Background: an optimization exercise with open tools, aiming at small area and few clock cycles per item. Do not read the settings as production practice. In this exercise RTL edits were held to simulation tests only and were not proved equivalent to the original.

==> sierra <==
// LCD_CTRL
module LCD_CTRL(clk, reset, datain, cmd, cmd_valid, dataout, output_valid, busy);
==> module LCD_CTRL, before the edit <==
module LCD_CTRL(clk, reset, datain, cmd, cmd_valid, dataout, output_valid, busy);
input           clk;
input           reset;
input   [7:0]   datain;
input   [2:0]   cmd;
input           cmd_valid;
output  [7:0]   dataout;
output          output_valid;
output reg      busy;
reg        ov;           
reg        ld;           
reg  [3:0] pa;           
reg  [3:0] pb;           
reg  [3:0] x;            
reg  [2:0] y;            
reg        fit;          
reg  [3:0] i;            
reg  [8:0] ra;           
reg  [5:0] hb;           
assign output_valid = ov;
wire wt = busy & ~ov & ~ld;      
reg [863:0] q;           
always @(posedge clk)
  q <= {(ld ? datain : q[7:0]), q[863:8]};
reg [7:0] pix;
reg [7:0] rowpix;
integer ia, ih;
always @(*) begin
  pix = 8'd0;
  for (ia = 0; ia < 9; ia = ia + 1) begin
    rowpix = 8'd0;
    for (ih = 0; ih < 6; ih = ih + 1)
      rowpix = rowpix | ({8{hb[ih]}} & q[96*ia + 16*ih +: 8]);
    pix = pix | ({8{ra[ia]}} & rowpix);
  end
end
assign dataout = pix;
wire accept = cmd_valid & ~busy;
wire cload = (cmd == 3'd0);
wire c_r = (cmd == 3'd3), c_l = (cmd == 3'd4), c_u = (cmd == 3'd5), c_d = (cmd == 3'd6);
wire xinc = c_r & (x != 4'd8), xdec = c_l & (x != 4'd0);
wire yinc = c_d & (y != 3'd5), ydec = c_u & (y != 3'd0);
wire tofit = ~(c_r | c_l | c_u | c_d | (cmd == 3'd1));
wire nfit = tofit | (fit & (cmd != 3'd1));
wire [3:0] xs = x + {xdec, xdec, xdec, xinc | xdec};
wire [2:0] ys = y + {ydec, ydec, ydec | yinc};
wire [3:0] nx = (fit | tofit) ? 4'd4 : xs;
wire [2:0] ny = (fit | tofit) ? 3'd3 : ys;
wire [3:0] r0 = nfit ? 4'd1 : {1'b0, ny};
wire [3:0] c0 = nfit ? 4'd1 : nx;
wire [4:0] nb = {1'b0, c0} - {1'b0, pb} - 5'd1;
wire [3:0] b0 = nb[4] ? nb[3:0] + 4'd12 : nb[3:0];
wire [4:0] na = {1'b0, r0} - {1'b0, pa} - {4'd0, nb[4]};
wire [3:0] a0 = na[4] ? na[3:0] + 4'd9 : na[3:0];
wire rowch = (i[1:0] == 2'd3);
wire hstep = fit | rowch;
wire [5:0] hn = fit ? {hb[4:0], hb[5]} : {hb[1:0], hb[5:2]};
wire hc = fit ? hb[5] : ~(hb[0] | hb[1]);
wire a1 = hstep & (hc ^ (fit & rowch));
wire a2 = fit & rowch & hc;
wire ph_end = (pa == 4'd8) && (pb == 4'd11);
always @(posedge clk or posedge reset) begin
  if (reset) begin
    busy <= 1'b0;
    ov   <= 1'b0;
    ld   <= 1'b0;
  end else if (accept) begin
    busy <= 1'b1;
    ld   <= cload;
    ov   <= ~cload & ~b0[0];
  end else if (ld) begin
    ov <= pa[0] && (pb == 4'd2 || pb == 4'd5 || pb == 4'd8 || pb == 4'd11);
    if (ph_end) begin
      ld   <= 1'b0;
      busy <= 1'b0;
    end
  end else if (wt) begin
    ov <= 1'b1;
  end else if (ov) begin
    if (i == 4'd14) busy <= 1'b0;
    if (i == 4'd15) ov <= 1'b0;
  end
end
always @(posedge clk) begin
  if (accept && cload) begin
    pa <= 4'd0;
    pb <= 4'd0;
  end else if (pb == 4'd11) begin
    pb <= 4'd0;
    pa <= (pa == 4'd8) ? 4'd0 : pa + 4'd1;
  end else begin
    pb <= pb + 4'd1;
  end
  if (accept) begin
    i   <= 4'd0;
    fit <= nfit;
    x   <= nx;
    y   <= ny;
    ra  <= cload ? 9'b100000000 : 9'd1 << a0;
    hb  <= cload ? 6'b100000 : 6'd1 << b0[3:1];
  end else if (ov & ~ld) begin
    i <= i + 4'd1;
    if (hstep) hb <= hn;
    if (a1) ra <= {ra[7:0], ra[8]};
    else if (a2) ra <= {ra[6:0], ra[8:7]};
  end
end
endmodule
Settings: LEC_CHECK=0, CAP_MARGIN=20, CORE_MARGIN=2, CORE_UTILIZATION=60, CTS_BUF_LIST=sky130_fd_sc_hd__clkbuf_4, CTS_CLUSTER_DIAMETER=40, CTS_CLUSTER_SIZE=10, SLEW_MARGIN=20; clock period 8.0 ns.
run.sh (not shown) runs the stock make flow with config.mk's settings and CLKGATE_MAP_FILE= SYNTH_SCRIPT=/design/flow/synth_recipe.tcl, a recipe that flattens the netlist after the stock synthesis.
==> violet: changes against sierra <==
==> flow/design.v (replaced) <==
`timescale 1ns/1ps
module LCD_CTRL(clk, reset, datain, cmd, cmd_valid, dataout, output_valid, busy);
input           clk;
input           reset;
input   [7:0]   datain;
input   [2:0]   cmd;
input           cmd_valid;
output  [7:0]   dataout;
output          output_valid;
output reg      busy;
reg        ov;           
reg        ld;           
reg  [3:0] p;            
reg  [3:0] x;            
reg  [2:0] y;            
reg        fit;          
reg  [3:0] i;            
reg  [3:0] rsel;         
reg  [3:0] jsel;         
assign output_valid = ov;
wire [95:0] ring [0:8];
genvar r;
generate
  for (r = 0; r < 9; r = r + 1) begin : g_row
    reg [95:0] q;
    wire we = ld && (x == r);
    always @(posedge clk)
      q <= {(we ? datain : q[7:0]), q[95:8]};
    assign ring[r] = q;
  end
endgenerate
reg [95:0] rowq;
always @(*) begin
  case (rsel)
    4'd0: rowq = ring[0];
    4'd1: rowq = ring[1];
    4'd2: rowq = ring[2];
    4'd3: rowq = ring[3];
    4'd4: rowq = ring[4];
    4'd5: rowq = ring[5];
    4'd6: rowq = ring[6];
    4'd7: rowq = ring[7];
    default: rowq = ring[8];
  endcase
end
reg [7:0] pix;
always @(*) begin
  case (jsel)
    4'd0:  pix = rowq[7:0];
    4'd1:  pix = rowq[15:8];
    4'd2:  pix = rowq[23:16];
    4'd3:  pix = rowq[31:24];
    4'd4:  pix = rowq[39:32];
    4'd5:  pix = rowq[47:40];
    4'd6:  pix = rowq[55:48];
    4'd7:  pix = rowq[63:56];
    4'd8:  pix = rowq[71:64];
    4'd9:  pix = rowq[79:72];
    4'd10: pix = rowq[87:80];
    default: pix = rowq[95:88];
  endcase
end
assign dataout = pix;
wire accept = cmd_valid && !busy;
wire [3:0] p1 = (p == 4'd11) ? 4'd0 : p + 4'd1;
reg        nfit;
reg  [3:0] nx;
reg  [2:0] ny;
always @(*) begin
  nfit = fit; nx = x; ny = y;
  case (cmd)
    3'd1: nfit = 1'b0;
    3'd2: begin nfit = 1'b1; nx = 4'd4; ny = 3'd3; end
    3'd3: if (!fit && x != 4'd8) nx = x + 4'd1;
    3'd4: if (!fit && x != 4'd0) nx = x - 4'd1;
    3'd5: if (!fit && y != 3'd0) ny = y - 3'd1;
    3'd6: if (!fit && y != 3'd5) ny = y + 3'd1;
    default: ;
  endcase
end
wire [3:0] c0 = nfit ? 4'd1 : nx;
wire [4:0] d0 = {1'b0, c0} - {1'b0, p1};
wire [3:0] j0 = d0[4] ? d0[3:0] + 4'd12 : d0[3:0];
wire [3:0] jm4 = (jsel < 4'd4) ? jsel + 4'd8 : jsel - 4'd4;
wire [3:0] jp2 = (jsel >= 4'd10) ? jsel - 4'd10 : jsel + 4'd2;
wire fitcol = (p == 4'd1) || (p == 4'd4) || (p == 4'd7) || (p == 4'd10);
always @(posedge clk or posedge reset) begin
  if (reset) begin
    busy <= 1'b0;
    ov   <= 1'b0;
    ld   <= 1'b0;
  end else begin
    if (accept) begin
      busy <= 1'b1;
      if (cmd == 3'd0) begin
        ld <= 1'b1;
        ov <= 1'b0;
      end else begin
        ov <= 1'b1;
      end
    end else if (ld) begin
      ov <= x[0] && fitcol;
      if (x == 4'd8 && p == 4'd11) begin
        ld   <= 1'b0;
        busy <= 1'b0;
      end
    end else if (ov) begin
      if (i == 4'd14) busy <= 1'b0;
      if (i == 4'd15) ov <= 1'b0;
    end
  end
end
always @(posedge clk) begin
  p <= p1;
  if (accept) begin
    i <= 4'd0;
    if (cmd == 3'd0) begin
      p <= 4'd0;
      x <= 4'd0;
      jsel <= 4'd11;
    end else begin
      fit  <= nfit;
      x    <= nx;
      y    <= ny;
      rsel <= nfit ? 4'd1 : {1'b0, ny};
      jsel <= j0;
    end
  end else if (ld) begin
    rsel <= x;
    if (p == 4'd11) x <= x + 4'd1;
    if (x == 4'd8 && p == 4'd11) begin
      x <= 4'd4;
      y <= 3'd3;
      fit <= 1'b1;
    end
  end else begin
    i <= i + 4'd1;
    if (fit) begin
      jsel <= jp2;
      if (i[1:0] == 2'd3) rsel <= rsel + 4'd2;
    end else if (i[1:0] == 2'd3) begin
      jsel <= jm4;
      rsel <= rsel + 4'd1;
    end
  end
end
endmodule
- CORE_UTILIZATION: 60 -> 40
- CTS_BUF_LIST: sky130_fd_sc_hd__clkbuf_4 -> not set
- CTS_CLUSTER_DIAMETER: 40 -> not set
- CTS_CLUSTER_SIZE: 10 -> not set
==> cedar: changes against sierra <==
--- a/flow/design.v
+++ b/flow/design.v
@@ -25,13 +25,13 @@
   q <= {(ld ? datain : q[7:0]), q[863:8]};
 reg [7:0] pix;
-reg [7:0] rowpix;
+reg [7:0] colpix;
 integer ia, ih;
 always @(*) begin
   pix = 8'd0;
-  for (ia = 0; ia < 9; ia = ia + 1) begin
-    rowpix = 8'd0;
-    for (ih = 0; ih < 6; ih = ih + 1)
-      rowpix = rowpix | ({8{hb[ih]}} & q[96*ia + 16*ih +: 8]);
-    pix = pix | ({8{ra[ia]}} & rowpix);
+  for (ih = 0; ih < 6; ih = ih + 1) begin
+    colpix = 8'd0;
+    for (ia = 0; ia < 9; ia = ia + 1)
+      colpix = colpix | ({8{ra[ia]}} & q[96*ia + 16*ih +: 8]);
+    pix = pix | ({8{hb[ih]}} & colpix);
   end
 end
==> flow/flow/run.sh (new file) <==
#!/bin/bash
# The standard layout (the standard.sh, all steps), with the input and
# output port buffers made from the smallest buffer cell and clock tree
# synthesis run without dummy loads.
export BUFFER_PORTS_ARGS="-buffer_cell sky130_fd_sc_hd__buf_1"
export CTS_ARGS="-sink_clustering_enable -repair_clock_nets -sink_clustering_size 20 -sink_clustering_max_diameter 60 -buf_list sky130_fd_sc_hd__clkbuf_8 -dont_use_dummy_load"
bash standard.sh > standard.log 2>&1
==> flow/standard.sh (new file) <==
#!/bin/bash
# synth_recipe.tcl (not shown) runs the flow's synth.tcl, then flattens the netlist and writes it again
# the make line also repeats each setting of config.mk as NAME=value (left out here)
make -C /OpenROAD-flow-scripts/flow DESIGN_CONFIG=/design/flow/config.mk WORK_HOME=/design/flow/orfs CLKGATE_MAP_FILE= SYNTH_SCRIPT=/design/flow/synth_recipe.tcl "${@:-finish}"
- CORE_UTILIZATION: 60 -> 75
- CTS_BUF_LIST: sky130_fd_sc_hd__clkbuf_4 -> sky130_fd_sc_hd__clkbuf_8
- CTS_CLUSTER_DIAMETER: 40 -> 60
- CTS_CLUSTER_SIZE: 10 -> 20
- GPL_TIMING_DRIVEN: not set -> 0
removed: flow/run.sh
==> results.cfg <==
[critical_path]
cp_max_fo = 67
crit_slowest_cell = buf_4
crit_path_end = dataout[2]

[drt]
wl_met3_mm = 5.73

[grt]
grt_pass1_wl_mm = 112

[floorplanning]
row_count = 94

[logic_synthesis]
synth.avg_cell_area_um2 = 12.1

[status]
outcome = no timing/DRC/antenna violations

[power_and_ir_drop]
p_seq_frac = 0.417

[finish]
most-common-layout-cells = dfxtp_1 (872), a22oi_1 (263), a21oi_1 (128)
-- figures above: violet

==> results.cfg <==
[critical_path]
crit_slowest_cell = or4b_2
r2r_cells = 22
crit_path_end = ra[4]

[status]
outcome = no timing/DRC/antenna violations

[floorplanning]
row_count = 63
die-area_um2 = 31500

[power_and_ir_drop]
p_seq_frac = 0.598

[cts]
htree_levels = 2

[grt]
grt_pass1_wl_mm = 75.4
-- figures above: cedar

==> results.cfg <==
[floorplanning]
row_count = 71

[grt]
grt_pass1_wl_mm = 65.9

[logic_synthesis]
synth.avg_cell_area_um2 = 14.6

[power_and_ir_drop]
p_seq_frac = 0.578

[status]
outcome = no timing/DRC/antenna violations

[critical_path]
crit_slowest_cell = clkdlybuf4s50_1
-- figures above: sierra

Testbench counts of sierra, summed over its fixed seeds: cycles 17,449, commands 768.
Testbench counts of violet, summed over its fixed seeds: cycles 17,217, commands 768.
Testbench counts of cedar, summed over its fixed seeds: cycles 17,449, commands 768.

[re-timing with driven ports]
The flow's constraints put no driver on any port. The routed layouts listed below were extracted and timed again, unchanged, in two steps.
Step 1, drivers: a clkbuf_16 drives clk and a buf_2 each remaining input, both assumed.
Step 2 adds t to the input delays and takes it off the output delays; t is the mean of the earliest and latest rising clock arrival at the registers after step 1. Input paths then give back, and output paths get back, about the clock's delay inside the block.
Slacks: ideal ports / drivers / drivers and shift; pairs: ideal ports / drivers.
run | t (ns) | setup WS [ns] | hold WS [ns]
sierra | 0.846 | 1.375 / 1.399 / 0.553 | 0.296 / 0.296 / 0.296
violet | 0.683 | 1.539 / 1.481 / 2.165 | 0.328 / 0.328 / 0.328
cedar | 0.645 | 1.466 / 1.488 / 0.843 | 0.288 / 0.288 / 0.288
After both steps every run listed still meets setup and hold. The setup slack of sierra, which loses most, moves by +0.024 ns with the drivers and by -0.822 ns with both steps.
